This design comes from an exercise in tuning for small area and a short achievable clock period on the open sky130 flow, not from production work. RTL that was checked went through simulation tests only; none was proved equivalent to the original. Only the layout flow was run in runs 1 to 3; the RTL was not checked for function there. Power and IR drop assume default switching activity.

`design.v`:
```
module O22AI (
    input  wire a1, a2, b1, b2,
    output wire y
);
    assign y = ~((a1 | a2) & (b1 | b2));
endmodule
module NOR2 (
    input  wire a, b,
    output wire y
);
    assign y = ~(a | b);
endmodule
module NAND4 (
    input  wire a, b, c, d,
    output wire y
);
    assign y = ~(a & b & c & d);
endmodule
module NOR16 (
    input  wire [15:0] x,
    output wire        y
);
    wire [7:0] n;
    wire [1:0] m;
    genvar i;
    generate
        for (i = 0; i < 8; i = i + 1) begin : g_n
            NOR2 u_n (.a(x[2*i]), .b(x[2*i+1]), .y(n[i]));
        end
    endgenerate
    NAND4 u_m0 (.a(n[0]), .b(n[1]), .c(n[2]), .d(n[3]), .y(m[0]));
    NAND4 u_m1 (.a(n[4]), .b(n[5]), .c(n[6]), .d(n[7]), .y(m[1]));
    NOR2  u_y  (.a(m[0]), .b(m[1]), .y(y));
endmodule
module DEC5N (
    input  wire [4:0]  a,
    output wire [31:1] n
);
    genvar k;
    generate
        for (k = 1; k < 32; k = k + 1) begin : g_dec
            assign n[k] = (a != k);
        end
    endgenerate
endmodule
module XOR2 (
    input  wire a, b,
    output wire y
);
    assign y = a ^ b;
endmodule
module PC4 (
    input  wire [3:0] x,
    output wire [2:0] c
);
    wire h0, k0, h1, k1, hk;
    XOR2 u_h (.a(x[0]), .b(x[1]), .y(h0));
    XOR2 u_k (.a(x[2]), .b(x[3]), .y(k0));
    assign h1 = x[0] & x[1];
    assign k1 = x[2] & x[3];
    XOR2 u_c0 (.a(h0), .b(k0), .y(c[0]));
    XOR2 u_hk (.a(h1), .b(k1), .y(hk));
    assign c[1] = hk | (h0 & k0);
    assign c[2] = h1 & k1;
endmodule
module PC8 (
    input  wire [7:0] x,
    output wire [3:0] c
);
    wire [2:0] u, v;
    PC4 u_lo (.x(x[3:0]), .c(u));
    PC4 u_hi (.x(x[7:4]), .c(v));
    wire c1 = u[0] & v[0];
    wire uv1;
    XOR2 u_0 (.a(u[0]), .b(v[0]), .y(c[0]));
    XOR2 u_1 (.a(u[1]), .b(v[1]), .y(uv1));
    XOR2 u_2 (.a(uv1), .b(c1), .y(c[1]));
    wire c2 = (u[1] & v[1]) | ((u[1] | v[1]) & c1);
    assign c[2] = (u[2] ^ v[2]) | c2;
    assign c[3] = u[2] & v[2];
endmodule
module CARRY8 (
    input  wire [7:0] g,
    input  wire [7:0] t,
    input  wire       cin,
    output wire [7:0] o_c
);
    wire [7:0] g0 = {g[7:1], g[0] | (t[0] & cin)};
    wire [7:0] g1, p1, g2, p2, g3;
    genvar i;
    generate
        for (i = 0; i < 8; i = i + 1) begin : g_ks
            if (i >= 1) begin : l1
                assign g1[i] = g0[i] | (t[i] & g0[i-1]);
                assign p1[i] = t[i] & t[i-1];
            end else begin : l1n
                assign g1[i] = g0[i];
                assign p1[i] = t[i];
            end
            if (i >= 2) begin : l2
                assign g2[i] = g1[i] | (p1[i] & g1[i-2]);
                assign p2[i] = p1[i] & p1[i-2];
            end else begin : l2n
                assign g2[i] = g1[i];
                assign p2[i] = p1[i];
            end
            if (i >= 4) begin : l3
                assign g3[i] = g2[i] | (p2[i] & g2[i-4]);
            end else begin : l3n
                assign g3[i] = g2[i];
            end
        end
    endgenerate
    assign o_c = {g3[6:0], cin};
endmodule
module ALU_PRE (
    input  wire [1:0] i_op,
    input  wire [7:0] i_a,
    input  wire [7:0] i_b,
    input  wire       i_load,       
    input  wire [7:0] i_xq,
    input  wire [7:0] i_yq,
    output wire [7:0] o_x,
    output wire [7:0] o_y
);
    wire addop = (i_op == 2'b00);
    wire sub   = (i_op == 2'b01);
    wire andop = (i_op == 2'b10);
    wire cntop = (i_op == 2'b11);
    wire [7:0] h;
    genvar i;
    generate
        for (i = 0; i < 8; i = i + 1) begin : g_bit
            XOR2 u_h (.a(i_a[i]), .b(i_b[i]), .y(h[i]));
        end
    endgenerate
    wire [7:0] g = i_a & i_b;
    wire [7:0] ca, cs;
    CARRY8 u_cadd (.g(g), .t(i_a | i_b), .cin(1'b0), .o_c(ca));
    CARRY8 u_csub (.g(i_a & ~i_b), .t(i_a | ~i_b), .cin(1'b1), .o_c(cs));
    wire [3:0] na, nb;
    PC8 u_ca (.x(i_a), .c(na));
    PC8 u_cb (.x(i_b), .c(nb));
    wire [7:0] hold = {8{!i_load}};
    wire [7:0] ld   = {8{i_load}};
    assign o_x = (hold & i_xq) |
                 (ld & (({8{cntop}} & {4'd0, na}) | ({8{andop}} & g) |
                        ({8{addop}} & h) | ({8{sub}} & ~h)));
    assign o_y = (hold & i_yq) |
                 (ld & (({8{cntop}} & {4'd0, nb}) | ({8{addop}} & ca) |
                        ({8{sub}} & cs)));
endmodule
module ALU_POST (
    input  wire       i_cnt,
    input  wire [7:0] i_x,
    input  wire [7:0] i_y,
    output wire [7:0] o_r
);
    wire [3:0] gg = i_x[3:0] & i_y[3:0];
    wire [3:0] tt = i_x[3:0] | i_y[3:0];
    wire [4:1] c;
    assign c[1] = i_cnt & gg[0];
    assign c[2] = i_cnt & (gg[1] | (tt[1] & gg[0]));
    assign c[3] = i_cnt & (gg[2] | (tt[2] & gg[1]) | (tt[2] & tt[1] & gg[0]));
    assign c[4] = i_cnt & gg[3];
    wire [7:0] pp;
    wire [4:1] s;
    genvar i;
    generate
        for (i = 0; i < 8; i = i + 1) begin : g_pp
            XOR2 u_pp (.a(i_x[i]), .b(i_y[i]), .y(pp[i]));
        end
        for (i = 1; i < 5; i = i + 1) begin : g_s
            XOR2 u_s (.a(pp[i]), .b(c[i]), .y(s[i]));
        end
    endgenerate
    assign o_r = {pp[7:5], s[4:1], pp[0]};
endmodule
module RDBIT (
    input  wire [31:1] nsel,
    input  wire [31:1] nd,
    output wire        y
);
    wire [15:0] t;
    genvar k;
    generate
        for (k = 0; k < 15; k = k + 1) begin : g_pair
            O22AI u_p (.a1(nsel[2*k+1]), .a2(nd[2*k+1]),
                       .b1(nsel[2*k+2]), .b2(nd[2*k+2]), .y(t[k]));
        end
    endgenerate
    NOR2 u_last (.a(nsel[31]), .b(nd[31]), .y(t[15]));
    wire yn;
    NOR16 u_or (.x(t), .y(yn));
    assign y = ~yn;
endmodule
module RDPORT (
    input  wire [4:0]   i_addr,
    input  wire [247:0] i_nd,       
    output wire [7:0]   o_data
);
    wire [31:1] nsel;
    DEC5N u_dec (.a(i_addr), .n(nsel));
    genvar b, k;
    generate
        for (b = 0; b < 8; b = b + 1) begin : g_bit
            wire [31:1] col;
            for (k = 1; k < 32; k = k + 1) begin : g_col
                assign col[k] = i_nd[8*(k-1)+b];
            end
            RDBIT u_bit (.nsel(nsel), .nd(col), .y(o_data[b]));
        end
    endgenerate
endmodule
module CORE #(
    parameter DATA_WIDTH = 8
)
(
    input wire i_CLK,
    input wire i_RSTn,
    input wire [31:0] i_instr,
    input wire i_valid,
    input wire i_ready1,
    output reg o_ready,
    output wire [DATA_WIDTH-1:0] o_data1,
    output wire o_valid1
);
    wire [1:0] op  = i_instr[31:30];
    wire [4:0] rd  = i_instr[29:25];
    wire [4:0] rs0 = i_instr[24:20];
    wire [4:0] rs1 = i_instr[19:15];
    reg       alu_valid;         
    reg [4:0] pend_dest;         
    reg [1:0] alu_oper;
    reg [4:0] wb_dest;
    reg       last_alu_valid;
    reg       st_show;           
    reg       st_hold;           
    wire hazard = alu_valid && (pend_dest != 5'd0) &&
                  ((rs0 == pend_dest) || (rs1 == pend_dest));
    wire alu_ready = !st_hold;
    wire load = !st_show || (!st_hold && i_ready1);
    wire wen  = st_show && i_ready1;
    assign o_valid1 = st_show;
    always @(posedge i_CLK) begin
        pend_dest <= rd;
        alu_oper  <= op;
    end
    always @(posedge i_CLK)
        if (alu_valid && alu_ready)
            wb_dest <= pend_dest;
    always @(posedge i_CLK or negedge i_RSTn)
        if (!i_RSTn) begin
            o_ready        <= 1'b0;
            alu_valid      <= 1'b0;
            last_alu_valid <= 1'b0;
            st_show        <= 1'b0;
            st_hold        <= 1'b0;
        end else begin
            o_ready        <= !hazard;
            alu_valid      <= i_valid && !hazard && alu_ready;
            last_alu_valid <= alu_valid;
            if (!st_show) begin
                st_show <= alu_valid;
            end else if (!st_hold) begin
                if (!i_ready1)
                    st_hold <= 1'b1;
                else if (!alu_valid)
                    st_show <= 1'b0;
            end else if (i_ready1) begin
                st_hold <= 1'b0;
                st_show <= last_alu_valid;
            end
        end
    reg  [247:0] rfn;            
    wire [7:0]   rd0, rd1;
    wire         rst = !i_RSTn;
    genvar k;
    generate
        for (k = 1; k < 32; k = k + 1) begin : g_row
            localparam [7:0] INIT = (k == 1) ? 8'd10 : (k == 2) ? 8'd5 : 8'd0;
            wire we = rst || (wen && wb_dest == k);
            always @(posedge i_CLK)
                if (we)
                    rfn[8*(k-1) +: 8] <= rst ? ~INIT : ~o_data1;
        end
    endgenerate
    RDPORT u_rd0 (.i_addr(rs0), .i_nd(rfn), .o_data(rd0));
    RDPORT u_rd1 (.i_addr(rs1), .i_nd(rfn), .o_data(rd1));
    reg        res_cnt;
    reg  [7:0] res_x, res_y;
    wire [7:0] pre_x, pre_y;
    ALU_PRE u_pre (.i_op(alu_oper), .i_a(rd0), .i_b(rd1), .i_load(load),
                   .i_xq(res_x), .i_yq(res_y), .o_x(pre_x), .o_y(pre_y));
    always @(posedge i_CLK) begin
        res_x <= pre_x;
        res_y <= pre_y;
        if (load)
            res_cnt <= (alu_oper == 2'b11);
    end
    ALU_POST u_post (.i_cnt(res_cnt), .i_x(res_x), .i_y(res_y), .o_r(o_data1));
endmodule
```
`run.sh`:
```
#!/bin/bash
# synth_recipe.tcl (not shown) runs the flow's synth.tcl, then flattens the netlist and writes it again
# the make line also repeats each setting of config.mk as NAME=value (left out here)
make -C /OpenROAD-flow-scripts/flow DESIGN_CONFIG=/design/flow/config.mk WORK_HOME=/design/flow/orfs CLKGATE_MAP_FILE= SYNTH_SCRIPT=/design/flow/synth_recipe.tcl finish
```
`config.mk`:
```
export PLATFORM = sky130hd
export DESIGN_NAME = CORE
export DESIGN_NICKNAME = CORE
export VERILOG_FILES = /design/flow/design.v
export SDC_FILE = /design/flow/constraint.sdc
export NUM_CORES = 4
export LEC_CHECK = 0
export CAP_MARGIN = 20
export CORE_MARGIN = 2
export CORE_UTILIZATION = 40
export CTS_BUF_LIST = sky130_fd_sc_hd__clkbuf_16
export CTS_CLUSTER_DIAMETER = 100
export CTS_CLUSTER_SIZE = 24
export SETUP_SLACK_MARGIN = 3.8
export SLEW_MARGIN = 20
export SYNTH_HIERARCHICAL = 1
export TNS_END_PERCENT = 5
```
`constraint.sdc`:
```
create_clock -name core_clock -period 7.5 [get_ports {i_CLK}]
set_input_delay 1.5000 -clock core_clock [delete_from_list [all_inputs] [get_ports {i_CLK}]]
set_output_delay 1.5000 -clock core_clock [all_outputs]
set_load 0.01 [all_outputs]
```
==> results of run 1 <==
-- layout make-up --
class                      instances  area [um2]  area share (%)
clock inverter                    11       51.30          0.3214
timing repair buffer             111        1086           6.805
sequential                       282        8213           51.46
tap                              442       553.0           3.465
multi-input combinational        813        5569           34.90
inverter                          29       111.4          0.6978
clock buffer                      15       375.4           2.352
-- worst paths after layout --
path                            slack (ps)                  endpoint                start  depth (start not counted)
min in group asynchronous             1090         st_show$_DFF_PN0_               i_RSTn                          2
worst min register to register         380  last_alu_valid$_DFF_PN0_  alu_valid$_DFF_PN0_                          0
max in group asynchronous             6040         o_ready$_DFF_PN0_               i_RSTn                          2
worst max register to register        4780          res_y[1]$_DFF_P_   rfn[197]$_DFFE_PP_                         13
worst max-delay path                  3660          res_y[1]$_DFF_P_          i_instr[18]                         16
worst min-delay path                   380  last_alu_valid$_DFF_PN0_  alu_valid$_DFF_PN0_                          0
-- stage by stage --
stage                     util (%)  worst slack, ps  hold slack, ps
after floorplan                  -             3832           353.7
after global placement       43.19             1840           354.9
after detailed placement     43.21             1788           362.1
after CTS                    46.79             3741           384.7
after global routing         49.05             3628           387.3
final                        49.05             3656           380.6
-- power by group --
group,switching [mW],internal (mW)
clock,0.500,0.372
combinational,0.999,0.630
sequential,0.288,2.42
-- per-layer routing --
layer / global-route usage [%] / vias up
li1: - / 4625
met1: 34.52 / 5182
met2: 36.28 / 567
met3: 3.952 / 74
met4: 6.835 / 0
met5: 0 / -
-- flip-flops by register name (all words and copies together), names as in the netlist --
register and cells:
alu_oper 2, alu_valid 1, last_alu_valid 1, o_ready 1, pend_dest 5, res_cnt 1, res_x 8, res_y 8
rfn 248, st_hold 1, st_show 1, wb_dest 5
-- what timing repair did --
action | in CTS | in global routing
buffers inserted | 19 | 39
cloned | 2 | 0
hold buffers | 0 | 0
pin swaps | 60 | 65
setup endpoints to repair | 18 | 12
gates resized for setup | 225 | 94
==> impl_metrics.env, run 1 <==
export IMPL_status="timing/DRC/antenna clean"
export IMPL_drv_slew=0
export IMPL_die_w_um=185.6
export IMPL_clock_sinks=282
export IMPL_vias=10450
export IMPL_power_density_nw_per_um2=326.3
export IMPL_drt_iter0_drc=1459
export IMPL_rsz0062_at_grt="yes"
export IMPL_first_global_vias=9635
export IMPL_placementRows=66
export IMPL_insertion_delay_ps=520
export IMPL_dr_wl_met2_um=18630
export IMPL_finalClockSkew_ps=19.98
export IMPL_hold_path_class="reg2reg"
export IMPL_hold_viol_final=0
export IMPL_root_buffer="clkbuf_16"
export IMPL_wl_met3_um=3869
export IMPL_clkSlewWorstSetupHoldPaths_ps=90
export IMPL_cp_max_fo=8
export IMPL_vdd_drop_max_uv=177.7
export IMPL_fill_cells=2898
export IMPL_first_pass_iters=5
export IMPL_coreArea_um2=32540
export IMPL_drt_vias_per_instance=6.135
export IMPL_setup_tns_ps=0
export IMPL_ys_warn_count=7
export IMPL_dp_hpwl_um=28350
export IMPL_final_nets=1290
export IMPL_final_antenna_net_count=0
export IMPL_post_route_period_util_pct=51.25
export IMPL_crit_family="simple AND/OR/NAND/NOR gates"
export IMPL_design_area_um2=15960
export IMPL_final_cell_mix="edfxtp_1, o22ai_1, nor2_1"
export IMPL_min_period_ps=3844
export IMPL_routedWlPerCell_um=24.34
export IMPL_cts_max_level=1
export IMPL_area_delta_synth_final_pct=20.92
export IMPL_critical_path_buf_inv_count=2
export IMPL_io_buffers=30
export IMPL_power_mw=5.207
export IMPL_worstMarginPinSlew_ps=874.5
export IMPL_layout_commonest_cell="edfxtp_1"
export IMPL_end_kind="register"
export IMPL_n_antenna_cell=0
export IMPL_met1Wirelength_um=17730
export IMPL_grt_usage_pct=23.63
export IMPL_die_h_um=185.6
export IMPL_synthCells=1146
export IMPL_drive_gt1_share_pct=23.39
export IMPL_clockBufferDepth=3
export IMPL_io_pins=46
export IMPL_crit_slowest_cell="nand4_1"
export IMPL_critical_path_arrival_ps=4300
export IMPL_setup_viol=0
export IMPL_leakage_nw=5.434
export IMPL_maxCapViolCount=0
export IMPL_clock_fmax_mhz=260.2
export IMPL_drc_errors=0
export IMPL_dieArea_um2=34460
export IMPL_cts_tree="yes"
export IMPL_slowest_delay_ps=310
export IMPL_required_ps=7960
export IMPL_antenna_found_initial=0
export IMPL_place_gp_congestion=0.9552
export IMPL_routed_top_layer="met4"
export IMPL_cp_start_kind="input port"
export IMPL_crit_path_frequent_cell="xor2_1"
export IMPL_syn_avg_cell_area_um2=11.52
export IMPL_overflow=0
export IMPL_instances_no_fill=1703
export IMPL_critical_path_cell_chain="buf_12, and3_2, nand2_4, o22ai_1, nor2_1, nand4_1, nor2_4, inv_4, and2_4, xor2_1, a21o_1, xor2_1, xor2_1, nand3_1, o211ai_1, o21a_1"
export IMPL_cts_inserted_buffers=15
export IMPL_grt_pass1_wl_um=60380
export IMPL_placedInstanceArea_um2=14060
export IMPL_dpl_cell_count=1617
export IMPL_grt_max_degree=57
export IMPL_synthesis_area_um2=13200
export IMPL_wirelength_um=41450
export IMPL_start_util_pct=40.56
export IMPL_path_class="in2reg"
export IMPL_max_slew_margin_rel_pct=41.31
==> run 2, diff against run 1 <==
--- a/design.v
+++ b/design.v
@@ -140,5 +140,7 @@
     CARRY8 u_csub (.g(i_a & ~i_b), .t(i_a | ~i_b), .cin(1'b1), .o_c(cs));
-    wire [3:0] na, nb;
-    PC8 u_ca (.x(i_a), .c(na));
-    PC8 u_cb (.x(i_b), .c(nb));
+    wire [2:0] ua, va, ub, vb;
+    PC4 u_ua (.x(i_a[3:0]), .c(ua));
+    PC4 u_va (.x(i_a[7:4]), .c(va));
+    PC4 u_ub (.x(i_b[3:0]), .c(ub));
+    PC4 u_vb (.x(i_b[7:4]), .c(vb));
     wire [7:0] hold = {8{!i_load}};
@@ -146,6 +148,6 @@
     assign o_x = (hold & i_xq) |
-                 (ld & (({8{cntop}} & {4'd0, na}) | ({8{andop}} & g) |
+                 (ld & (({8{cntop}} & {1'b0, va, 1'b0, ua}) | ({8{andop}} & g) |
                         ({8{addop}} & h) | ({8{sub}} & ~h)));
     assign o_y = (hold & i_yq) |
-                 (ld & (({8{cntop}} & {4'd0, nb}) | ({8{addop}} & ca) |
+                 (ld & (({8{cntop}} & {1'b0, vb, 1'b0, ub}) | ({8{addop}} & ca) |
                         ({8{sub}} & cs)));
@@ -158,11 +160,3 @@
 );
-    wire [3:0] gg = i_x[3:0] & i_y[3:0];
-    wire [3:0] tt = i_x[3:0] | i_y[3:0];
-    wire [4:1] c;
-    assign c[1] = i_cnt & gg[0];
-    assign c[2] = i_cnt & (gg[1] | (tt[1] & gg[0]));
-    assign c[3] = i_cnt & (gg[2] | (tt[2] & gg[1]) | (tt[2] & tt[1] & gg[0]));
-    assign c[4] = i_cnt & gg[3];
     wire [7:0] pp;
-    wire [4:1] s;
     genvar i;
@@ -172,7 +166,28 @@
         end
-        for (i = 1; i < 5; i = i + 1) begin : g_s
-            XOR2 u_s (.a(pp[i]), .b(c[i]), .y(s[i]));
-        end
     endgenerate
-    assign o_r = {pp[7:5], s[4:1], pp[0]};
+    wire [3:0] l, h;
+    wire gl0 = i_x[0] & i_y[0];
+    wire gh0 = i_x[4] & i_y[4];
+    assign l[0] = pp[0];
+    assign h[0] = pp[4];
+    XOR2 u_l1 (.a(pp[1]), .b(gl0), .y(l[1]));
+    XOR2 u_h1 (.a(pp[5]), .b(gh0), .y(h[1]));
+    assign l[2] = pp[2] | (i_x[1] & i_y[1]) | ((i_x[1] | i_y[1]) & gl0);
+    assign h[2] = pp[6] | (i_x[5] & i_y[5]) | ((i_x[5] | i_y[5]) & gh0);
+    assign l[3] = i_x[2] & i_y[2];
+    assign h[3] = i_x[6] & i_y[6];
+    wire [4:0] s;
+    wire k0 = l[0] & h[0];
+    wire k1 = (l[1] & h[1]) | ((l[1] | h[1]) & k0);
+    wire k2 = (l[2] & h[2]) | ((l[2] | h[2]) & k1);
+    wire lh1, lh2, lh3;
+    XOR2 u_s0  (.a(l[0]), .b(h[0]), .y(s[0]));
+    XOR2 u_lh1 (.a(l[1]), .b(h[1]), .y(lh1));
+    XOR2 u_s1  (.a(lh1),  .b(k0),   .y(s[1]));
+    XOR2 u_lh2 (.a(l[2]), .b(h[2]), .y(lh2));
+    XOR2 u_s2  (.a(lh2),  .b(k1),   .y(s[2]));
+    XOR2 u_lh3 (.a(l[3]), .b(h[3]), .y(lh3));
+    XOR2 u_s3  (.a(lh3),  .b(k2),   .y(s[3]));
+    assign s[4] = l[3] & h[3];
+    assign o_r = i_cnt ? {3'd0, s} : pp;
 endmodule
==> flow/run.sh (new file) <==
#!/bin/bash
# The standard layout, except that the input and output port buffers are
# sky130_fd_sc_hd__buf_2 cells (buffer_ports otherwise picks a slow delay cell);
# timing repair resizes them like any other cell.
set -euo pipefail
export BUFFER_PORTS_ARGS="-buffer_cell sky130_fd_sc_hd__buf_2"
bash standard.sh > standard.log 2>&1
==> standard.sh (new file) <==
#!/bin/bash
# synth_recipe.tcl (not shown) runs the flow's synth.tcl, then flattens the netlist and writes it again
# the make line also repeats each setting of config.mk as NAME=value (left out here)
make -C /OpenROAD-flow-scripts/flow DESIGN_CONFIG=/design/flow/config.mk WORK_HOME=/design/flow/orfs CLKGATE_MAP_FILE= SYNTH_SCRIPT=/design/flow/synth_recipe.tcl "${@:-finish}"
removed: run.sh
==> run 2 against run 1 <==
  * Critical path depth is 1 lower
  * Power is 3.8% higher
  * Clock power hardly changed
  * Setup slack worse by 110 ps
  * Hold slack better by 8.5 ps
  * Sequential share of layout area is 2.5 points higher
  * Die area is 0.16% higher
  * Still clean
  * Cell count is 1.7% lower
  * Synthesized area is 0.16% higher
  * Largest power group unchanged
  * Largest cell class unchanged
  * Global-route usage is 1.2 points lower
==> impl_metrics.env, run 2 <==
export IMPL_design_area_um2=15260
export IMPL_drv_slew=0
export IMPL_maxCapViolCount=0
export IMPL_power_density_nw_per_um2=354.1
export IMPL_first_pass_iters=5
export IMPL_hold_path_class="reg2reg"
export IMPL_clock_fmax_mhz=253.0
export IMPL_routedWlPerCell_um=23.51
export IMPL_coreArea_um2=32540
export IMPL_reg_top3="rfn: 248 flops, res_x: 8 flops, res_y: 8 flops"
export IMPL_synthCells=1145
export IMPL_largest_reg_flops=248
export IMPL_drt_iter0_drc=1274
export IMPL_regMostFlops="rfn"
export IMPL_io_buffers=30
export IMPL_critical_path_cell_chain="buf_2, and3b_2, nand2_4, o22ai_1, nor2_1, nand4_1, nor2_2, inv_2, and2_1, a21o_1, a21o_1, a31o_1, mux2i_1, o211ai_1, o21a_1"
export IMPL_cts_inserted_buffers=15
export IMPL_overflow=0
export IMPL_dieArea_um2=34520
export IMPL_root_buffer="clkbuf_16"
export IMPL_dp_hpwl_um=26920
export IMPL_antenna_found_initial=0
export IMPL_fill_cells=3022
export IMPL_wirelength_um=39350
export IMPL_drive_gt1_share_pct=20.45
export IMPL_grt_max_degree=57
export IMPL_required_ps=7910
export IMPL_area_delta_synth_final_pct=15.48
export IMPL_cp_max_fo=9
export IMPL_die_h_um=185.8
export IMPL_cts_tree="yes"
export IMPL_cp_start_kind="input port"
export IMPL_n_antenna_cell=0
export IMPL_syn_avg_cell_area_um2=11.54
export IMPL_end_kind="register"
export IMPL_placedInstanceArea_um2=13960
export IMPL_drt_vias_per_instance=6.027
export IMPL_start_util_pct=40.63
export IMPL_first_global_vias=9272
export IMPL_insertion_delay_ps=510
export IMPL_cts_max_level=1
export IMPL_post_route_period_util_pct=52.70
export IMPL_crit_family="simple AND/OR/NAND/NOR gates"
export IMPL_final_nets=1260
export IMPL_clockBufferDepth=3
export IMPL_crit_slowest_cell="and3b_2"
export IMPL_slowest_delay_ps=330
export IMPL_die_w_um=185.8
export IMPL_grt_usage_pct=22.44
export IMPL_clock_sinks=282
export IMPL_worstMarginPinSlew_ps=1094
export IMPL_ys_warn_count=7
export IMPL_drc_errors=0
export IMPL_clkSlewWorstSetupHoldPaths_ps=100
export IMPL_layout_commonest_cell="edfxtp_1"
export IMPL_path_class="in2reg"
export IMPL_status="timing/DRC/antenna clean"
export IMPL_crit_path_frequent_cell="a21o_1"
export IMPL_grt_pass1_wl_um=57430
export IMPL_placementRows=66
export IMPL_finalClockSkew_ps=20.15
export IMPL_vdd_drop_max_uv=222.7
export IMPL_setup_tns_ps=0
export IMPL_critical_path_arrival_ps=4360
export IMPL_min_period_ps=3952
export IMPL_hold_viol_final=0
export IMPL_final_cell_mix="edfxtp_1, o22ai_1, nor2_1"
export IMPL_io_pins=46
export IMPL_critical_path_buf_inv_count=2
export IMPL_rsz0062_at_grt="yes"
export IMPL_ctsHoldBuffers=0
export IMPL_leakage_nw=5.203
export IMPL_vias=10090
export IMPL_setup_viol=0
export IMPL_synthesis_area_um2=13220
export IMPL_place_gp_congestion=0.9249
export IMPL_final_antenna_net_count=0
export IMPL_max_slew_margin_rel_pct=26.57
## run 2: worst register-to-register path: stages, from the launching register on
cell	delay, ps
dfxtp_4	370
xor2_2	190
and2_4	170
maj3_2	320
maj3_2	310
xor2_1	170
mux2_4	290
buf_4	140
buf_4	140
nand2_1	330
buf_8	230
## run 2: area by class of cell
type	instances	area, um2	area share [%]
inverters	25	93.84	0.6148
clock inverters	9	33.78	0.2213
multi-input cells	817	5339	34.98
clock buffers	16	400.4	2.623
repair buffers	83	611.8	4.008
well taps	442	553.0	3.623
flip-flops and latches	282	8233	53.93
## run 2: what timing repair did
item / CTS / global route
setup buffers: 18 / 20
setup endpoints to repair: 19 / 11
gates resized for setup: 97 / 70
pin swaps: 13 / 34
## run 2: power breakdown
part	leakage, nW	switching, mW	total [mW]	internal (mW)
combinational	2.54	1.06	1.70	0.642
sequential	2.43	0.303	2.83	2.53
clock	0.241	0.485	0.874	0.389
## run 2: metal layers
layer,part of all wire [%],GRT usage (%)
met1,43,32.98
met2,44,34.44
met3,8.7,3.444
met4,3.5,6.488
met5,0,0
## run 2: metrics by stage
step                total power, mW  hold slack [ps]  std cells  utilization, %  setup WS, ps
finish                        5.406            389.0       1674           46.92          3548
global route                  5.685            399.3       1674           46.92          3501
CTS                           5.345            391.1       1653           45.67          3553
detailed placement            4.372            370.5       1610           42.89          2429
global placement              4.320            357.6       1610           42.89          2502
floorplan                     3.755            353.7       1147               -          3811
## run 2: final timing paths
check                                     from                       end  slack, ps  cells past startpoint
setup reg to reg              res_y[0]$_DFF_P_        rfn[195]$_DFFE_PP_       4660                     10
max in group asynchronous               i_RSTn         o_ready$_DFF_PN0_       6040                      2
setup / recovery                   i_instr[24]          res_y[4]$_DFF_P_       3550                     15
min in group asynchronous               i_RSTn         st_show$_DFF_PN0_       1080                      2
hold / removal             alu_valid$_DFF_PN0_  last_alu_valid$_DFF_PN0_        390                      0
hold reg to reg            alu_valid$_DFF_PN0_  last_alu_valid$_DFF_PN0_        390                      0
==> run 3, diff against run 2 <==
--- a/design.v
+++ b/design.v
@@ -51,65 +51,10 @@
 endmodule
-module PC4 (
+module PC4X (
     input  wire [3:0] x,
-    output wire [2:0] c
+    output wire       c0
 );
-    wire h0, k0, h1, k1, hk;
+    wire h0, k0;
     XOR2 u_h (.a(x[0]), .b(x[1]), .y(h0));
     XOR2 u_k (.a(x[2]), .b(x[3]), .y(k0));
-    assign h1 = x[0] & x[1];
-    assign k1 = x[2] & x[3];
-    XOR2 u_c0 (.a(h0), .b(k0), .y(c[0]));
-    XOR2 u_hk (.a(h1), .b(k1), .y(hk));
-    assign c[1] = hk | (h0 & k0);
-    assign c[2] = h1 & k1;
-endmodule
-module PC8 (
-    input  wire [7:0] x,
-    output wire [3:0] c
-);
-    wire [2:0] u, v;
-    PC4 u_lo (.x(x[3:0]), .c(u));
-    PC4 u_hi (.x(x[7:4]), .c(v));
-    wire c1 = u[0] & v[0];
-    wire uv1;
-    XOR2 u_0 (.a(u[0]), .b(v[0]), .y(c[0]));
-    XOR2 u_1 (.a(u[1]), .b(v[1]), .y(uv1));
-    XOR2 u_2 (.a(uv1), .b(c1), .y(c[1]));
-    wire c2 = (u[1] & v[1]) | ((u[1] | v[1]) & c1);
-    assign c[2] = (u[2] ^ v[2]) | c2;
-    assign c[3] = u[2] & v[2];
-endmodule
-module CARRY8 (
-    input  wire [7:0] g,
-    input  wire [7:0] t,
-    input  wire       cin,
-    output wire [7:0] o_c
-);
-    wire [7:0] g0 = {g[7:1], g[0] | (t[0] & cin)};
-    wire [7:0] g1, p1, g2, p2, g3;
-    genvar i;
-    generate
-        for (i = 0; i < 8; i = i + 1) begin : g_ks
-            if (i >= 1) begin : l1
-                assign g1[i] = g0[i] | (t[i] & g0[i-1]);
-                assign p1[i] = t[i] & t[i-1];
-            end else begin : l1n
-                assign g1[i] = g0[i];
-                assign p1[i] = t[i];
-            end
-            if (i >= 2) begin : l2
-                assign g2[i] = g1[i] | (p1[i] & g1[i-2]);
-                assign p2[i] = p1[i] & p1[i-2];
-            end else begin : l2n
-                assign g2[i] = g1[i];
-                assign p2[i] = p1[i];
-            end
-            if (i >= 4) begin : l3
-                assign g3[i] = g2[i] | (p2[i] & g2[i-4]);
-            end else begin : l3n
-                assign g3[i] = g2[i];
-            end
-        end
-    endgenerate
-    assign o_c = {g3[6:0], cin};
+    XOR2 u_c (.a(h0), .b(k0), .y(c0));
 endmodule
@@ -125,2 +70,20 @@
 );
+    function [7:0] carries(input [7:0] g, input [7:0] t, input cin);
+        reg [7:0] g0, g1, p1, g2, p2, g3;
+        integer i;
+        begin
+            g0 = {g[7:1], g[0] | (t[0] & cin)};
+            for (i = 0; i < 8; i = i + 1) begin
+                g1[i] = (i >= 1) ? (g0[i] | (t[i] & g0[i-1])) : g0[i];
+                p1[i] = (i >= 1) ? (t[i] & t[i-1]) : t[i];
+            end
+            for (i = 0; i < 8; i = i + 1) begin
+                g2[i] = (i >= 2) ? (g1[i] | (p1[i] & g1[i-2])) : g1[i];
+                p2[i] = (i >= 2) ? (p1[i] & p1[i-2]) : p1[i];
+            end
+            for (i = 0; i < 8; i = i + 1)
+                g3[i] = (i >= 4) ? (g2[i] | (p2[i] & g2[i-4])) : g2[i];
+            carries = {g3[6:0], cin};
+        end
+    endfunction
     wire addop = (i_op == 2'b00);
@@ -137,10 +100,17 @@
     wire [7:0] g = i_a & i_b;
-    wire [7:0] ca, cs;
-    CARRY8 u_cadd (.g(g), .t(i_a | i_b), .cin(1'b0), .o_c(ca));
-    CARRY8 u_csub (.g(i_a & ~i_b), .t(i_a | ~i_b), .cin(1'b1), .o_c(cs));
-    wire [2:0] ua, va, ub, vb;
-    PC4 u_ua (.x(i_a[3:0]), .c(ua));
-    PC4 u_va (.x(i_a[7:4]), .c(va));
-    PC4 u_ub (.x(i_b[3:0]), .c(ub));
-    PC4 u_vb (.x(i_b[7:4]), .c(vb));
+    wire [7:0] ca = carries(g, i_a | i_b, 1'b0);
+    wire [7:0] cs = carries(i_a & ~i_b, i_a | ~i_b, 1'b1);
+    wire [15:0] nib = {i_b, i_a};
+    wire [2:0]  nc [0:3];
+    genvar n;
+    generate
+        for (n = 0; n < 4; n = n + 1) begin : g_nib
+            wire [3:0] x = nib[4*n +: 4];
+            PC4X u_x (.x(x), .c0(nc[n][0]));
+            assign nc[n][1] = ((x[0] & x[1]) | (x[0] & x[2]) | (x[0] & x[3]) |
+                               (x[1] & x[2]) | (x[1] & x[3]) | (x[2] & x[3])) & !(&x);
+            assign nc[n][2] = &x;
+        end
+    endgenerate
+    wire [2:0] ua = nc[0], va = nc[1], ub = nc[2], vb = nc[3];
     wire [7:0] hold = {8{!i_load}};
==> run 3 against run 2 <==
  * Combinational power is 3% higher
  * Synthesized cell count up 1.9%
  * Clock power grew 7.3%
  * Synthesized area is 0.31% higher
  * Critical path depth down 2
  * Wire length grew 4.6%
  * Die area increased by 0.30%
  * Power rose by 2.5%
  * Register-to-register slack gained 120 ps
  * Largest power group unchanged
  * Highest routed layer unchanged
==> impl_metrics.env, run 3 <==
export IMPL_synthCells=1167
export IMPL_cts_max_level=1
export IMPL_cts_tree="yes"
export IMPL_routed_top_layer="met4"
export IMPL_die_h_um=186.1
export IMPL_finalWorstSetupSlack_ps=3491
export IMPL_status="timing/DRC/antenna clean"
export IMPL_routedWlPerCell_um=24.62
export IMPL_vias=10420
export IMPL_wirelength_um=41170
export IMPL_setup_tns_ps=0
export IMPL_clock_fmax_mhz=249.5
export IMPL_overflow=0
export IMPL_final_antenna_net_count=0
export IMPL_regMostFlops="rfn"
export IMPL_met1Wirelength_um=17590
export IMPL_synthesis_area_um2=13260
export IMPL_leakage_nw=4.630
export IMPL_io_buffers=30
export IMPL_wl_met3_um=3549
export IMPL_yosys_area_top_type="edfxtp_1"
export IMPL_hold_viol_final=0
export IMPL_n_antenna_cell=0
export IMPL_die_w_um=186.1
export IMPL_path_class="in2reg"
export IMPL_largest_reg_flops=248
export IMPL_ys_seq_elements=282
export IMPL_synth_common_cells="edfxtp_1, o22ai_1, nor2_1"
export IMPL_root_buffer="clkbuf_16"
export IMPL_cp_max_fo=12
export IMPL_drv_slew=0
export IMPL_grt_pass1_wl_um=60190
export IMPL_syn_avg_cell_area_um2=11.36
export IMPL_dieArea_um2=34620
export IMPL_async_flop_share_pct=1.773
export IMPL_power_mw=5.540
export IMPL_final_cell_mix="edfxtp_1, o22ai_1, nor2_1"
export IMPL_first_pass_iters=6
export IMPL_fill_cells=2968
export IMPL_instances_no_fill=1672
export IMPL_synth_most_common_cell="edfxtp_1"
export IMPL_clockBufferDepth=3
export IMPL_insertion_delay_ps=520
export IMPL_setup_viol=0
export IMPL_synth_area_top_cells="edfxtp_1, o22ai_1, nor2_1, dfxtp_1, nand2_1"
export IMPL_ctsHoldBuffers=0
export IMPL_critical_path_arrival_ps=4400
export IMPL_grt_max_degree=57
export IMPL_min_period_ps=4009
export IMPL_cp_start_kind="input port"
export IMPL_synth_edf_count=254
export IMPL_coreArea_um2=32620
export IMPL_start_util_pct=40.65
export IMPL_placementRows=66
export IMPL_post_route_period_util_pct=53.45
export IMPL_rsz0062_at_grt="yes"
export IMPL_synth_ff_type="edfxtp_1"
export IMPL_drc_errors=0
export IMPL_cts_inserted_buffers=16
export IMPL_dp_hpwl_um=27970
export IMPL_dr_wl_met2_um=18580
export IMPL_detailedPlace_worstSlack_ps=2287
export IMPL_end_kind="register"
export IMPL_ys_seq_area_share_pct=61.94
export IMPL_area_delta_synth_final_pct=11.97
export IMPL_drive_gt1_share_pct=14.55
export IMPL_layout_commonest_cell="edfxtp_1"
export IMPL_finalClockSkew_ps=31.39
export IMPL_drt_vias_per_instance=6.231
export IMPL_grt_usage_pct=23.50
export IMPL_io_pins=46
export IMPL_vdd_drop_max_uv=242.8
export IMPL_worstMarginPinSlew_ps=976.3
export IMPL_first_global_vias=9710
export IMPL_ys_types=67
export IMPL_synth_top_area_share_pct=57.52
export IMPL_place_gp_congestion=1.000
export IMPL_final_nets=1256
export IMPL_reg_top3="rfn: 248 flops, res_x: 8 flops, res_y: 8 flops"
export IMPL_drt_iter0_drc=1511
export IMPL_power_density_nw_per_um2=373.1
export IMPL_clkSlewWorstSetupHoldPaths_ps=90
export IMPL_hold_path_class="reg2reg"
export IMPL_antenna_found_initial=0
export IMPL_required_ps=7890
export IMPL_ys_warn_count=8
export IMPL_dpl_cell_count=1624
export IMPL_maxCapViolCount=0
export IMPL_max_slew_margin_rel_pct=34.47
export IMPL_clock_sinks=282
## run 3: cell count changes in the layout (fill, tap and decap cells not counted), moves of 18 or more
cell     before  now
nand2_4      30    5
buf_4        53   34
nand2_1      33   79
nor2_1      139  171
nor2_2       27    9
## run 3: critical path: stages
cell and delay (ps):
buf_2 260, and3b_2 320, nand2_2 200, o22ai_1 110
nor2_1 170, nand4_1 260, nor2_2 270, inv_2 160
a31o_1 260, a31oi_2 300, nor2_1 90, o311ai_2 340
o221ai_2 140
## run 3: layout make-up
cell class / instances / area, um2 / area share, %
Clock inverter: 11 / 66.31 / 0.4466
Sequential cell: 282 / 8233 / 55.45
Inverter: 31 / 123.9 / 0.8342
Timing Repair Buffer: 64 / 414.1 / 2.789
Clock buffer: 17 / 425.4 / 2.865
Multi-Input combinational cell: 825 / 5032 / 33.89
Tap cell: 442 / 553.0 / 3.725
## run 3: what timing repair did
item / CTS / global route
pin swaps: 2 / 5
resized for setup: 43 / 45
setup buffers: 6 / 14
setup endpoints to repair: 19 / 18
## run 3: per-module statistics from Yosys (local to each module, per instance), excerpt
module    cell area, um2  cells
CORE                8796    385
ALU_POST           175.2     24
RDBIT              3.754      1
NAND4              6.256      1
ALU_PRE             1152    181
O22AI              6.256      1
XOR2               8.758      1
DEC5N              225.2     46
NOR2               3.754      1
## run 3: metal layers
layer / global-route usage (%) / up-vias
met2: 36.49 / 585
met3: 3.052 / 100
met1: 33.96 / 5122
met5: 0 / -
li1: - / 4611
met4: 8.063 / 0
## run 3: logic make-up (layout without fill, tap and decap cells)
group | count (synthesis) | in the layout | share of synthesized area, %
simple gates | 398 | 398 | 14.00
compound gates | 355 | 355 | 17.07
flops | 282 | 282 | 61.94
buf+inv | 60 | 123 | 1.991
xor+xnor | 55 | 55 | 3.633
fa+ha+maj | 9 | 9 | 0.7077
mux | 8 | 8 | 0.6605
## run 3: stage by stage
step / hold slack, ps / instance area, um2 / util, %
3_3_place_gp: 358.5 / 13920 / 42.69
3_5_place_dp: 367.9 / 13920 / 42.69
5_1_grt: 401.6 / 14850 / 45.52
6_report: 384.1 / 14850 / 45.52
2_1_floorplan: 353.7 / 13260 / -
4_1_cts: 388.5 / 14600 / 44.74
## run 3: where the power goes
part	leakage (nW)	switching [mW]	internal, mW
registers	2.43	0.323	2.53
logic	1.93	1.14	0.612
clock network	0.268	0.515	0.423
total	4.63	1.98	3.56
## run 3: worst paths after layout
kind	start	end	slack [ps]	cells after the start
max in group asynchronous	i_RSTn	st_show$_DFF_PN0_	5800	1
worst max register to register	res_x[0]$_DFF_P_	rfn[211]$_DFFE_PP_	4780	9
worst max-delay path	i_instr[23]	res_y[7]$_DFF_P_	3490	13
min in group asynchronous	i_RSTn	st_hold$_DFFE_PN0P_	1130	1
worst min-delay path	alu_valid$_DFF_PN0_	last_alu_valid$_DFF_PN0_	380	0
worst min register to register	alu_valid$_DFF_PN0_	last_alu_valid$_DFF_PN0_	380	0
==> run 4, diff against run 3 <==
--- a/design.v
+++ b/design.v
@@ -51,2 +51,38 @@
 endmodule
+module XNOR2 (
+    input  wire a, b,
+    output wire y
+);
+    assign y = ~(a ^ b);
+endmodule
+module NAND2 (
+    input  wire a, b,
+    output wire y
+);
+    assign y = ~(a & b);
+endmodule
+module OAI21 (
+    input  wire a1, a2, b,
+    output wire y
+);
+    assign y = ~((a1 | a2) & b);
+endmodule
+module MUXN (
+    input  wire a, b, s, sn,
+    output wire y
+);
+    wire ta, tb;
+    NAND2 u_a (.a(a), .b(sn), .y(ta));
+    NAND2 u_b (.a(b), .b(s),  .y(tb));
+    NAND2 u_y (.a(ta), .b(tb), .y(y));
+endmodule
+module MAJN (
+    input  wire a, b, c,
+    output wire y
+);
+    wire t, u;
+    NAND2 u_t (.a(a), .b(b), .y(t));
+    OAI21 u_u (.a1(a), .a2(b), .b(c), .y(u));
+    NAND2 u_y (.a(t), .b(u), .y(y));
+endmodule
 module PC4X (
@@ -150,4 +186,5 @@
     wire k0 = l[0] & h[0];
-    wire k1 = (l[1] & h[1]) | ((l[1] | h[1]) & k0);
-    wire k2 = (l[2] & h[2]) | ((l[2] | h[2]) & k1);
+    wire k1, k2;
+    MAJN u_k1 (.a(l[1]), .b(h[1]), .c(k0), .y(k1));
+    MAJN u_k2 (.a(l[2]), .b(h[2]), .c(k1), .y(k2));
     wire lh1, lh2, lh3;
@@ -161,3 +198,10 @@
     assign s[4] = l[3] & h[3];
-    assign o_r = i_cnt ? {3'd0, s} : pp;
+    wire cntn = !i_cnt;
+    genvar j;
+    generate
+        for (j = 0; j < 5; j = j + 1) begin : g_mux
+            MUXN u_m (.a(pp[j]), .b(s[j]), .s(i_cnt), .sn(cntn), .y(o_r[j]));
+        end
+    endgenerate
+    assign o_r[7:5] = pp[7:5] & {3{cntn}};
 endmodule
==> run 4 against run 3 <==
  * Via count rose by 1.9%
  * Synthesized cell count rose by 1.1%
  * Clock skew rose by 2.9 ps
  * Power fell by 4.0%
  * Combinational power fell by 5%
  * Register-to-register slack got worse by 20 ps
  * Non-clock buffer count rose by 17
  * Cell count rose by 1.8%
  * Largest cell class unchanged
  * Largest power group unchanged
  * Highest routed layer unchanged
==> impl_metrics.env, run 4 <==
export IMPL_finalClockSkew_ps=34.32
export IMPL_p_sw_mw=1.886
export IMPL_seqPwrFrac_pct=52.3
export IMPL_clock_fmax_mhz=268.8
export IMPL_final_cell_mix="edfxtp_1, o22ai_1, nor2_1"
export IMPL_cts_tree="yes"
export IMPL_final_nets=1286
export IMPL_rsz0062_at_grt="yes"
export IMPL_pwr_share_clk_pct=16.5
export IMPL_critical_path_arrival_ps=4100
export IMPL_async_flop_share_pct=1.773
export IMPL_critical_path_cell_chain="buf_8, and3b_2, nand2_4, o22ai_1, nor2_2, nand4_1, nor2_2, inv_2, a21o_4, a2111oi_4, o221ai_2, o311ai_2, o221ai_2"
export IMPL_coreArea_um2=32620
export IMPL_vias=10610
export IMPL_regMostFlops="rfn"
export IMPL_synth_common_cells="edfxtp_1, o22ai_1, nor2_1"
export IMPL_slowest_delay_ps=360
export IMPL_cts_max_level=1
export IMPL_max_slew_margin_rel_pct=29.54
export IMPL_path_class="in2reg"
export IMPL_cp_start_kind="input port"
export IMPL_cp_max_fo=11
export IMPL_placedInstanceArea_um2=13980
export IMPL_reg_top3="rfn: 248 flops, res_x: 8 flops, res_y: 8 flops"
export IMPL_status="timing/DRC/antenna clean"
export IMPL_vdd_drop_max_uv=183.2
export IMPL_die_h_um=186.2
export IMPL_wl_met3_um=4388
export IMPL_dr_wl_met2_um=18650
export IMPL_critical_path_buf_inv_count=2
export IMPL_dp_hpwl_um=28410
export IMPL_area_delta_synth_final_pct=15.38
export IMPL_start_util_pct=40.69
export IMPL_drv_slew=0
export IMPL_crit_family="simple AND/OR/NAND/NOR gates"
export IMPL_clock_sinks=282
export IMPL_io_buffers=30
export IMPL_power_density_nw_per_um2=347.5
export IMPL_leakage_nw=4.948
export IMPL_swShare_pct=35.45
export IMPL_setup_viol=0
export IMPL_syn_avg_cell_area_um2=11.25
export IMPL_ys_seq_area_share_pct=61.88
export IMPL_worstMarginPinSlew_ps=1054
export IMPL_wirelength_um=41610
export IMPL_clkSlewWorstSetupHoldPaths_ps=100
export IMPL_placementRows=66
export IMPL_ys_warn_count=8
export IMPL_overflow=0
export IMPL_combPwrFrac_pct=31.3
export IMPL_maxCapViolCount=0
export IMPL_ys_seq_elements=282
export IMPL_met1Wirelength_um=16860
export IMPL_routed_top_layer="met4"
export IMPL_synth_edf_count=254
export IMPL_final_antenna_net_count=0
export IMPL_largest_reg_flops=248
export IMPL_grt_usage_pct=23.60
export IMPL_post_route_period_util_pct=49.60
export IMPL_root_buffer="clkbuf_16"
export IMPL_synthCells=1180
export IMPL_synth_ff_type="edfxtp_1"
export IMPL_place_gp_congestion=0.9557
export IMPL_end_kind="register"
export IMPL_min_period_ps=3720
export IMPL_io_pins=46
export IMPL_crit_slowest_cell="a2111oi_4"
export IMPL_drt_vias_per_instance=6.236
export IMPL_hold_viol_final=0
export IMPL_p_int_mw=3.435
export IMPL_required_ps=7880
export IMPL_first_pass_iters=7
export IMPL_first_global_vias=9863
export IMPL_synth_top_area_share_pct=57.47
export IMPL_grt_max_degree=57
export IMPL_cts_inserted_buffers=15
export IMPL_ys_types=67
export IMPL_grt_pass1_wl_um=60310
export IMPL_drt_iter0_drc=1653
export IMPL_synth_most_common_cell="edfxtp_1"
export IMPL_hold_path_class="reg2reg"
export IMPL_synth_area_top_cells="edfxtp_1, o22ai_1, nor2_1, dfxtp_1, nand2_1"
export IMPL_drc_errors=0
export IMPL_layout_commonest_cell="edfxtp_1"
export IMPL_die_w_um=186.2
export IMPL_routedWlPerCell_um=24.45
export IMPL_design_area_um2=15310
export IMPL_clockBufferDepth=3
export IMPL_drive_gt1_share_pct=20.02
export IMPL_synthesis_area_um2=13270
export IMPL_ctsHoldBuffers=0
export IMPL_insertion_delay_ps=530
export IMPL_setup_tns_ps=0
export IMPL_dieArea_um2=34650
export IMPL_yosys_area_top_type="edfxtp_1"
export IMPL_antenna_found_initial=2
-- run 4: modules after synthesis (local to each module, per instance), a selection --
module | times used | cell area [um2] | cells inside | flops+latches
ALU_POST | 1 | 105.1 | 16 | 0
XOR2 | 37 | 8.758 | 1 | 0
O22AI | 240 | 6.256 | 1 | 0
NAND4 | 32 | 6.256 | 1 | 0
RDBIT | 16 | 3.754 | 1 | 0
OAI21 | 2 | 5.005 | 1 | 0
NOR2 | 160 | 3.754 | 1 | 0
DEC5N | 2 | 225.2 | 46 | 0
ALU_PRE | 1 | 1152 | 181 | 0
-- run 4: logic make-up after synthesis --
logic type,after synthesis,share of synthesized area [%]
muxes,4,0.3205
DFF,282,61.88
buffers and inverters,59,1.961
AOI/OAI and AO/OA,354,17.04
xor gates and xnor gates,55,3.630
and+or+nand+nor,419,14.63
adders and majority gates,7,0.5374
-- run 4: metal layers --
layer  GRT usage, %  vias up
met4          8.756        0
met1          33.37     5213
met3          4.556       96
met5              0        -
met2          36.27      612
li1               -     4692
-- run 4: cell type report --
cell class	count	area (um2)
multi-input cells	839	5329
diodes	1	2.502
inverters	31	135.1
clock buffers	15	375.4
repair buffers	81	634.4
clock inverters	11	50.05
flip-flops and latches	282	8233
well taps	442	553.0
fillers	2904	17310
-- run 4: path summary, 6_finish.rpt --
path,startpoint,to,slack [ps],cells after the start
max,i_instr[17],res_y[7]$_DFF_P_,3780,13
min,alu_valid$_DFF_PN0_,last_alu_valid$_DFF_PN0_,390,0
max reg2reg,res_y[5]$_DFF_P_,rfn[179]$_DFFE_PP_,4760,13
min reg2reg,alu_valid$_DFF_PN0_,last_alu_valid$_DFF_PN0_,390,0
max in group asynchronous,i_RSTn,o_ready$_DFF_PN0_,5800,1
min in group asynchronous,i_RSTn,alu_valid$_DFF_PN0_,1130,1
-- run 4: power by group through the flow --
stage	Clock, mW	Sequential [mW]	Combinational [mW]
6_report	0.876	2.78	1.66
5_1_grt	0.934	2.84	1.80
4_1_cts	0.887	2.76	1.52
3_5_place_dp	0	2.79	1.46
3_3_place_gp	0	2.77	1.43
2_1_floorplan	0	2.70	0.966
-- run 4: stage by stage --
stage	setup WS [ps]	utilization, %	total power [mW]	hold WS [ps]	instances
6_report	3780	46.94	5.322	388.7	1702
5_1_grt	3730	46.94	5.576	401.4	1701
4_1_cts	3773	45.50	5.170	386.6	1679
3_5_place_dp	2332	42.85	4.243	365.9	1642
3_3_place_gp	2354	42.80	4.199	359.0	1641
2_1_floorplan	3847	-	3.663	353.7	1180
-- run 4: what timing repair did --
action / in CTS / in global routing
gates resized for setup: 116 / 76
setup buffers: 11 / 22
setup endpoints to repair: 19 / 13
pin swaps: 9 / 32

==> static timing again, ports no longer ideal <==
In the flow no input, the clock included, has a driving cell. The finished layouts below were timed again as built, in two steps. Step 1, drivers: a clkbuf_16 drives i_CLK and a buf_2 each remaining input, both assumed. Step 2 moves the port delays by t, midway between the first and last clock arrival at a register: inputs arrive t later, outputs are due t later. That takes back most of the time a late clock gives input paths. Three values: ideal ports, drivers, drivers and shift; two values: the first two.
| run | t, ns | slack for setup (ns) | worst setup path at the end | slew at the worst register clock pin (ns) | cell pins on the clock port's net |
|---|---|---|---|---|---|
| run 1 | 0.563 | 3.656 / 3.587 / 3.024 | input to register | 0.11 / 0.11 | 1 |
| run 2 | 0.546 | 3.548 / 3.501 / 3.031 | input to register | 0.10 / 0.10 | 1 |
| run 3 | 0.554 | 3.491 / 3.448 / 2.968 | input to register | 0.11 / 0.11 | 1 |
| run 4 | 0.561 | 3.780 / 3.782 / 3.221 | input to register | 0.11 / 0.11 | 1 |
After both steps every run listed still meets setup and hold. For run 1, which loses most, drivers alone change the setup slack by -0.069 ns; drivers and shift together by -0.632 ns.
